What follows belongs to an exercise in optimizing a design on an open flow for small area; a production flow would make more cautious choices.
In this exercise RTL edits were held to simulation tests only and were not proved equivalent to the original.
No driver is modelled on the clock port, so clocking that relies on it looks cheaper here than on a real chip.
Power figures rest on the tool's default switching activity, not on a simulated workload.

==> v21: inputs <==
Design ppu, start of the top module:
module ppu(
	input wire clk,
	input wire rst,
	input wire sync,
	input wire [2:0] mode,
	input wire [7:0] data_i,
	input wire stb_i,
	output reg ack_i,
	output reg [7:0] data_o,
	output reg stb_o,
	input wire ack_o
);
export LEC_CHECK = 0
export ABC_AREA = 1
export CAP_MARGIN = 20
export CORE_MARGIN = 2
export CORE_UTILIZATION = 40
export SLEW_MARGIN = 20
create_clock -name core_clock -period 40.0 [get_ports {clk}]
standard.sh (not shown) runs the stock make flow with config.mk's settings and CLKGATE_MAP_FILE= SYNTH_SCRIPT=/design/flow/synth_recipe.tcl, a recipe that flattens the netlist after the stock synthesis.
==> flow/flow/run.sh <==
#!/bin/bash
# Standard ORFS layout with three changes:
#  - after the standard synthesis, the combinational logic is mapped again with
#    a stronger ABC area script (flow/reopt.sh); flip-flops and full adders are
#    kept as they are, and the result is proven equivalent with yosys (equiv_*)
#    before it replaces the standard netlist;
#  - port buffers use the smallest buffer cell (buf_1);
#  - clock tree synthesis uses clkbuf_8 and adds no dummy loads.
set -euo pipefail
export BUFFER_PORTS_ARGS="-buffer_cell sky130_fd_sc_hd__buf_1"
export CTS_ARGS="-sink_clustering_enable -repair_clock_nets -dont_use_dummy_load -buf_list sky130_fd_sc_hd__clkbuf_16 -sink_clustering_size 80 -sink_clustering_max_diameter 1000 -sink_buffer_max_cap_derate 1.0"
R=orfs/results/${FLOW_PLATFORM}/ppu/base
bash standard.sh synth > standard_synth.log 2>&1
cp $R/1_2_yosys.v standard_1_2_yosys.v
if bash flow/reopt.sh standard_1_2_yosys.v reopt_1_2_yosys.v reopt; then
  cp reopt_1_2_yosys.v $R/1_2_yosys.v
  echo "reopt: using re-mapped netlist" > reopt_status.log
else
  echo "reopt: failed, keeping the standard netlist" > reopt_status.log
fi
bash standard.sh > standard.log 2>&1
==> flow/flow/dont_use.txt <==
sky130_fd_sc_hd__lpflow_bleeder_1
sky130_fd_sc_hd__lpflow_clkbufkapwr_1
sky130_fd_sc_hd__lpflow_clkbufkapwr_16
sky130_fd_sc_hd__lpflow_clkbufkapwr_2
sky130_fd_sc_hd__lpflow_clkbufkapwr_4
sky130_fd_sc_hd__lpflow_clkbufkapwr_8
sky130_fd_sc_hd__lpflow_clkinvkapwr_1
sky130_fd_sc_hd__lpflow_clkinvkapwr_16
sky130_fd_sc_hd__lpflow_clkinvkapwr_2
sky130_fd_sc_hd__lpflow_clkinvkapwr_4
sky130_fd_sc_hd__lpflow_clkinvkapwr_8
sky130_fd_sc_hd__lpflow_decapkapwr_12
sky130_fd_sc_hd__lpflow_decapkapwr_3
sky130_fd_sc_hd__lpflow_decapkapwr_4
sky130_fd_sc_hd__lpflow_decapkapwr_6
sky130_fd_sc_hd__lpflow_decapkapwr_8
sky130_fd_sc_hd__lpflow_inputiso0n_1
sky130_fd_sc_hd__lpflow_inputiso0p_1
sky130_fd_sc_hd__lpflow_inputiso1n_1
sky130_fd_sc_hd__lpflow_inputiso1p_1
sky130_fd_sc_hd__lpflow_inputisolatch_1
sky130_fd_sc_hd__lpflow_isobufsrc_1
sky130_fd_sc_hd__lpflow_isobufsrc_16
sky130_fd_sc_hd__lpflow_isobufsrc_2
sky130_fd_sc_hd__lpflow_isobufsrc_4
sky130_fd_sc_hd__lpflow_isobufsrc_8
sky130_fd_sc_hd__lpflow_isobufsrckapwr_16
sky130_fd_sc_hd__lpflow_lsbuf_lh_hl_isowell_tap_1
sky130_fd_sc_hd__lpflow_lsbuf_lh_hl_isowell_tap_2
sky130_fd_sc_hd__lpflow_lsbuf_lh_hl_isowell_tap_4
sky130_fd_sc_hd__lpflow_lsbuf_lh_isowell_4
sky130_fd_sc_hd__lpflow_lsbuf_lh_isowell_tap_1
sky130_fd_sc_hd__lpflow_lsbuf_lh_isowell_tap_2
sky130_fd_sc_hd__lpflow_lsbuf_lh_isowell_tap_4
sky130_fd_sc_hd__probe_p_8
sky130_fd_sc_hd__probec_p_8
==> flow/flow/reopt.abc <==
strash
dch -f
map -a
mfs2
strash
dch -f
map -a
mfs2
strash
dch -f
map -a
mfs2
strash
dch -f
map -a
mfs2
strash
dch -f
map -a
topo
==> flow/flow/reopt.sh <==
#!/bin/bash
# reopt.sh IN OUT LOGPREFIX : re-map the combinational logic of netlist IN into OUT,
# keeping flip-flops and full adders; then prove OUT equivalent to IN.
set -uo pipefail
IN=$1; OUT=$2; LOGP=$3
HERE=$(cd "$(dirname "$0")" && pwd)
LIB=$FLOW_HOME/platforms/sky130hd/lib/sky130_fd_sc_hd__tt_025C_1v80.lib
YOSYS=yosys
[ -x "$FLOW_HOME/../tools/install/yosys/bin/yosys" ] && YOSYS=$FLOW_HOME/../tools/install/yosys/bin/yosys
TOP=${FLOW_TOP:-ppu}
KEEP=$(grep -o 'sky130_fd_sc_hd__[a-z0-9_]*' "$IN" | sort -u | grep -E '__(df|sdf|edf|dl|fa_)' | tr '\n' ' ')
DU=$(sed 's/^/-dont_use /' "$HERE/dont_use.txt" | tr '\n' ' ')
cat > ${LOGP}_reopt.ys <<EOY
read_liberty -ignore_miss_func $LIB
read_verilog $IN
hierarchy -top $TOP
setattr -mod -set keep_hierarchy 1 $KEEP
flatten
opt_clean -purge
abc -liberty $LIB $DU -script $HERE/reopt.abc
opt_clean -purge
hilomap -singleton -hicell sky130_fd_sc_hd__conb_1 HI -locell sky130_fd_sc_hd__conb_1 LO
insbuf -buf sky130_fd_sc_hd__buf_1 A X
splitnets
opt_clean -purge
rename -enumerate -pattern ro_%
select $TOP
stat -liberty $LIB
write_verilog -noattr -noexpr -nohex -nodec -selected $OUT
EOY
$YOSYS -s ${LOGP}_reopt.ys > ${LOGP}_yosys.log 2>&1 || return 1 2>/dev/null || exit 1
cat > ${LOGP}_equiv.ys <<EOY
read_liberty -ignore_miss_func $LIB
blackbox $KEEP
read_verilog $IN
rename $TOP gold
read_verilog $OUT
rename $TOP gate
flatten
rename -hide w:_* w:ro_* w:flip*
rename -hide c:ro_* c:flip*
opt_clean -purge
equiv_make gold gate equiv
hierarchy -top equiv
equiv_simple
equiv_status -assert
EOY
$YOSYS -s ${LOGP}_equiv.ys > ${LOGP}_equiv.log 2>&1
==> v29: changes against v21 <==
--- a/flow/flow/run.sh
+++ b/flow/flow/run.sh
@@ -6,11 +6,12 @@
 #    before it replaces the standard netlist;
 #  - port buffers use the smallest buffer cell (buf_1);
 #  - clock tree synthesis uses clkbuf_8 and adds no dummy loads.
 set -euo pipefail
 export BUFFER_PORTS_ARGS="-buffer_cell sky130_fd_sc_hd__buf_1"
-export CTS_ARGS="-sink_clustering_enable -repair_clock_nets -dont_use_dummy_load -buf_list sky130_fd_sc_hd__clkbuf_16 -sink_clustering_size 80 -sink_clustering_max_diameter 1000 -sink_buffer_max_cap_derate 1.0"
+export CTS_ARGS="-clk_nets clk -repair_clock_nets -dont_use_dummy_load -buf_list sky130_fd_sc_hd__clkbuf_2"
+export PRE_CTS_TCL="$PWD/flow/clock_buffer.tcl"
 R=orfs/results/${FLOW_PLATFORM}/ppu/base
 bash standard.sh synth > standard_synth.log 2>&1
 cp $R/1_2_yosys.v standard_1_2_yosys.v
 if bash flow/reopt.sh standard_1_2_yosys.v reopt_1_2_yosys.v reopt; then
   cp reopt_1_2_yosys.v $R/1_2_yosys.v
==> flow/flow/clock_buffer.tcl (new file) <==
# Before clock tree synthesis: split the clock sinks into four groups (halves
# by x, then each half by y) and drive each group from its own clock buffer
# placed at the group's centre; the clock port then feeds only those buffers.
set block [ord::get_db_block]
set db [ord::get_db]
set master [$db findMaster sky130_fd_sc_hd__clkbuf_8]
set clknet [$block findNet clk]
set sinks {}
foreach it [$clknet getITerms] {
  set loc [[$it getInst] getLocation]
  lappend sinks [list [lindex $loc 0] [lindex $loc 1] $it]
}
set sinks [lsort -integer -index 0 $sinks]
set n [llength $sinks]
set halves [list [lrange $sinks 0 [expr {$n / 2 - 1}]] [lrange $sinks [expr {$n / 2}] end]]
set groups {}
foreach h $halves {
  set h [lsort -integer -index 1 $h]
  set m [llength $h]
  lappend groups [lrange $h 0 [expr {$m / 2 - 1}]] [lrange $h [expr {$m / 2}] end]
}
set g 0
foreach grp $groups {
  set net [odb::dbNet_create $block clknet_g$g]
  $net setSigType CLOCK
  set buf [odb::dbInst_create $block $master clkbuf_g$g]
  set sx 0; set sy 0; set k 0
  foreach s $grp {
    set sx [expr {$sx + [lindex $s 0]}]
    set sy [expr {$sy + [lindex $s 1]}]
    incr k
    set it [lindex $s 2]
    $it disconnect
    $it connect $net
  }
  [$buf findITerm A] connect $clknet
  [$buf findITerm X] connect $net
  $buf setLocation [expr {$sx / $k}] [expr {$sy / $k}]
  $buf setPlacementStatus PLACED
  puts "clock_buffer.tcl: clkbuf_g$g drives $k clock sinks"
  incr g
}
==> v38: changes against v21 <==
--- a/flow/design.v
+++ b/flow/design.v
@@ -131,28 +131,11 @@
 wire [11:0] bx_f = radd(ax, kx, 1'b0);
 wire [11:0] by = {1'b0, by_f[10:0]};
 wire [11:0] bx = {1'b0, bx_f[10:0]};
 wire [11:0] sx2 = {4'b0, sx[9:2]};
 wire [11:0] op1 = ay ^ (m4 ? sx2 : ax);
-function [10:0] flips;
-	input [10:0] a;
-	input [1:0]  k;
-	integer i;
-	reg c;
-	begin
-		flips[0] = k[0];
-		c = a[0] & k[0];
-		flips[1] = k[1] ^ c;
-		c = (a[1] & k[1]) | (c & (a[1] ^ k[1]));
-		for (i = 2; i < 11; i = i + 1) begin
-			flips[i] = c;
-			c = c & a[i];
-		end
-	end
-endfunction
-wire [10:0] op2f = op1[10:0] ^ flips(ay[10:0], ky[1:0]) ^ flips(ax[10:0], kx[1:0]);
-wire [11:0] op2 = m4 ? ({ax[10:0], sy[0]} ^ {2'b0, sx}) : {1'b0, op2f};
+wire [11:0] op2 = m4 ? ({ax[10:0], sy[0]} ^ {2'b0, sx}) : (by ^ bx);
 wire [7:0]  op3 = sy[9:2] ^ sx[9:2];
 wire [7:0] q1 = res79(op1);
 wire [7:0] q2 = res79(op2);
 wire [7:0] q3 = res79({4'b0, op3});
 function z7;    
==> flow/run.sh (new file) <==
#!/bin/bash
# synth_recipe.tcl (not shown) runs the flow's synth.tcl, then flattens the netlist and writes it again
# the make line also repeats each setting of config.mk as NAME=value (left out here)
make -C /OpenROAD-flow-scripts/flow DESIGN_CONFIG=/design/flow/config.mk WORK_HOME=/design/flow/orfs CLKGATE_MAP_FILE= SYNTH_SCRIPT=/design/flow/synth_recipe.tcl finish
==> flow/config.mk (replaced) <==
export PLATFORM = sky130hd
export DESIGN_NAME = ppu
export DESIGN_NICKNAME = ppu
export VERILOG_FILES = /design/flow/design.v
export SDC_FILE = /design/flow/constraint.sdc
export NUM_CORES = 4
export LEC_CHECK = 0
export CAP_MARGIN = 20
export CORE_MARGIN = 2
export CORE_UTILIZATION = 40
export CTS_BUF_LIST = sky130_fd_sc_hd__clkbuf_8
export SLEW_MARGIN = 20
removed: flow/flow/run.sh
removed: flow/flow/dont_use.txt
removed: flow/flow/reopt.abc
removed: flow/flow/reopt.sh
removed: flow/standard.sh
==> notes.md <==
Power and ir drop
IR analysis of the VDD net gives a maximum drop of 0.0791 mV.

Status
The flow ran to the end and the layout has no timing, DRC or antenna violations.

Die
The floorplan die height is 124 um.

Layout
The multi-input combinational area share is 56.1%.
That was v21.
==> notes.md <==
Status
The run finished with no timing, DRC or antenna violations.

Synth
The flop and latch count out of synthesis is 69.

Die
Tap insertion was completed with 216 tapcells. The die is 131 um tall.

Power and ir drop
VDD sags by at most 0.0480 mV.

CTS
The H-tree was split into 3 levels.

Global route
The total overflow reported by the global router is 0.

Layout
Multi-input logic gates represent a cell area share of 62.1%.
That was v38.
==> notes.md <==
Layout
The number of signal-net inverters in the final layout is 129. The multi-input combinational area share is 57.5%.

Power and ir drop
The highest ir drop seen on vdd is 0.0789 mV.

Status
The run finished with no timing, DRC or antenna violations.

Die
The floorplan die height is 124 um.
That was v29.

==> separate check: timing with driven ports <==
The results above use ideal ports. As a check the final layouts listed here were re-extracted and re-timed, cells and wires unchanged.
Step 1 assumes that a clkbuf_16 drives the clock port and a buf_2 every other input.
Step 2 moves the port delays by t, midway between the first and last clock arrival at a register: inputs arrive t later, outputs are due t later. That takes back most of the time a late clock gives input paths.
Three values: no drivers, after step 1, after step 2; two values: the first two.
run	shift t [ns]	setup WS [ns]	worst setup path after step 2
v21	0.373	21.805 / 21.824 / 21.451	input to register
v29	0.484	21.989 / 21.997 / 21.513	input to register
v38	0.376	22.396 / 22.397 / 22.022	input to register
After both steps setup and hold are still met in every run listed. The setup slack of v29, which loses most, moves by +0.008 ns with the drivers and by -0.476 ns with both steps.
